From an optimization exercise on the open Yosys and OpenROAD flow, aimed at small area and a short achievable clock period; shortcuts taken in it are not production practice.
Power is estimated from default activity; no workload was simulated.

==> flow/design.v (excerpt) <==
module bit_population_counter #(
  parameter WIDTH                 = 256
) (
  input  logic                    clk_i,
  input  logic                    srst_i,
  input  logic [WIDTH-1:0]        data_i,
  input  logic                    data_val_i,
  output logic [$clog2(WIDTH):0]  data_o,
  output logic                    data_val_o
);
export LEC_CHECK = 0
export CAP_MARGIN = 20
export CORE_MARGIN = 2
export CORE_UTILIZATION = 40
export CTS_BUF_LIST = sky130_fd_sc_hd__clkbuf_8
export SLEW_MARGIN = 20
export SYNTH_HIERARCHICAL = 1
create_clock -name core_clock -period 11.0 [get_ports {clk_i}]
standard.sh (not shown) runs the stock make flow with config.mk's settings and CLKGATE_MAP_FILE= SYNTH_SCRIPT=/design/flow/synth_recipe.tcl, a recipe that flattens the netlist after the stock synthesis.
==> flow/flow/run.sh <==
#!/bin/bash
# The standard layout (standard.sh), with plain buf_1 cells as the port buffers and a
# small clock tree. The make output goes to standard.log; each ORFS step logs to orfs/logs/.
set -euo pipefail
export BUFFER_PORTS_ARGS="-buffer_cell sky130_fd_sc_hd__buf_1"
export CTS_ARGS="-sink_clustering_enable -repair_clock_nets -dont_use_dummy_load -buf_list sky130_fd_sc_hd__clkbuf_8"
bash standard.sh > standard.log 2>&1
The baseline ran to the end with no violations.
Then changed:
--- a/flow/design.v
+++ b/flow/design.v
@@ -11,18 +11,34 @@
 module pc_ha (
   input  logic a,
   input  logic b,
   output logic s,
   output logic co
 );
   assign s  = a ^ b;
   assign co = a & b;
 endmodule
+module pc_x3 (
+  input  logic a,
+  input  logic b,
+  input  logic c,
+  output logic y
+);
+  assign y = a ^ b ^ c;
+endmodule
+module pc_mj (
+  input  logic a,
+  input  logic b,
+  input  logic c,
+  output logic y
+);
+  assign y = ( a & b ) | ( a & c ) | ( b & c );
+endmodule
 module bit_population_counter #(
   parameter WIDTH                 = 256
 ) (
   input  logic                    clk_i,
   input  logic                    srst_i,
   input  logic [WIDTH-1:0]        data_i,
   input  logic                    data_val_i,
   output logic [$clog2(WIDTH):0]  data_o,
   output logic                    data_val_o
@@ -318,23 +334,29 @@
 always_ff @( posedge clk_i )
   cs_q <= cs_d;
 always_ff @( posedge clk_i )
   begin
     if( srst_i )
       data_val_o <= 1'b0;
     else
       data_val_o <= data_val_i;
   end
-  pc_fa u_s473 (.a(cs_q[3]), .b(cs_q[4]), .ci(cs_q[5]), .s(s473), .co(c474));
-  pc_fa u_s475 (.a(cs_q[6]), .b(cs_q[7]), .ci(cs_q[8]), .s(s475), .co(c476));
-  pc_fa u_s477 (.a(cs_q[9]), .b(cs_q[10]), .ci(cs_q[11]), .s(s477), .co(c478));
-  pc_fa u_s479 (.a(c474), .b(s475), .ci(s477), .s(s479), .co(c480));
-  pc_fa u_s481 (.a(cs_q[12]), .b(cs_q[13]), .ci(cs_q[14]), .s(s481), .co(c482));
-  pc_fa u_s483 (.a(cs_q[15]), .b(c476), .ci(c478), .s(s483), .co(c484));
-  pc_fa u_s485 (.a(s481), .b(c480), .ci(s483), .s(s485), .co(c486));
-  pc_fa u_s487 (.a(cs_q[16]), .b(cs_q[17]), .ci(cs_q[18]), .s(s487), .co(c488));
-  pc_fa u_s489 (.a(cs_q[19]), .b(c482), .ci(s487), .s(s489), .co(c490));
-  pc_fa u_s491 (.a(c484), .b(s489), .ci(c486), .s(s491), .co(c492));
-  pc_fa u_s493 (.a(c488), .b(c490), .ci(c492), .s(s493), .co(c494));
-assign data_o = {1'b0, c494, s493, s491, s485, s479, s473, cs_q[2], cs_q[0]}
-              + {1'b0, 1'b0, 1'b0, 1'b0, 1'b0, 1'b0, 1'b0, 1'b0, cs_q[1]};
+  pc_x3 u_s473 (.a(cs_q[6]), .b(cs_q[7]), .c(cs_q[8]), .y(s473));
+  pc_mj u_c474 (.a(cs_q[6]), .b(cs_q[7]), .c(cs_q[8]), .y(c474));
+  pc_ha u_s475 (.a(cs_q[12]), .b(cs_q[13]), .s(s475), .co(c476));
+  pc_ha u_s477 (.a(cs_q[16]), .b(cs_q[17]), .s(s477), .co(c478));
+  pc_ha u_s479 (.a(cs_q[9]), .b(cs_q[10]), .s(s479), .co(c480));
+  pc_x3 u_s481 (.a(cs_q[14]), .b(cs_q[15]), .c(s475), .y(s481));
+  pc_mj u_c482 (.a(cs_q[14]), .b(cs_q[15]), .c(s475), .y(c482));
+  pc_x3 u_s483 (.a(cs_q[18]), .b(cs_q[19]), .c(c476), .y(s483));
+  pc_mj u_c484 (.a(cs_q[18]), .b(cs_q[19]), .c(c476), .y(c484));
+  pc_ha u_s485 (.a(cs_q[3]), .b(cs_q[4]), .s(s485), .co(c486));
+  pc_x3 u_s487 (.a(cs_q[11]), .b(s479), .c(s473), .y(s487));
+  pc_mj u_c488 (.a(cs_q[11]), .b(s479), .c(s473), .y(c488));
+  pc_x3 u_s489 (.a(c480), .b(c474), .c(s481), .y(s489));
+  pc_mj u_c490 (.a(c480), .b(c474), .c(s481), .y(c490));
+  pc_x3 u_s491 (.a(s477), .b(s483), .c(c482), .y(s491));
+  pc_mj u_c492 (.a(s477), .b(s483), .c(c482), .y(c492));
+  pc_ha u_s493 (.a(c478), .b(c484), .s(s493), .co(c494));
+assign data_o = {1'b0, c494, c492, c490, c488, c486, s485, cs_q[2], cs_q[0]}
+              + {1'b0, 1'b0, s493, s491, s489, s487, cs_q[5], 1'b0, cs_q[1]};
 endmodule
The changed run completed with no timing, DRC or antenna violations.
Combinational power went up by 14%.
Cell count came out higher by 3.1%.
Hold slack is better by 6.2 ps.
Total power climbs by 13%.
Count of clock-buffer cells in the layout does not change.
Sequential power is about the same.
No run of this note included a check of the RTL's function; only the layout flow was run.

[what the ideal ports hide]
Ports are ideal in the flow. The routed layouts listed here were re-timed in OpenROAD.
Step 1 sets driving cells, clkbuf_16 on the clock port and buf_2 on the other inputs (assumed; they add their load-dependent delay and slew).
Step 2 also shifts input and output timing later by t, the mid clock arrival at the registers, as if the neighbouring blocks saw the same clock.
a / b / c = ideal / step 1 / step 2; a / b = the first two.
run | t (ns) | setup WS [ns] | pins driven straight from the clock port
the first run | 0.282 | 5.247 / 5.255 / 4.973 | 1
the second run | 0.278 | 5.276 / 5.273 / 4.995 | 1
After both steps setup and hold are still met in every run listed. For the second run, which loses most, drivers alone change the setup slack by -0.003 ns; drivers and shift together by -0.281 ns.
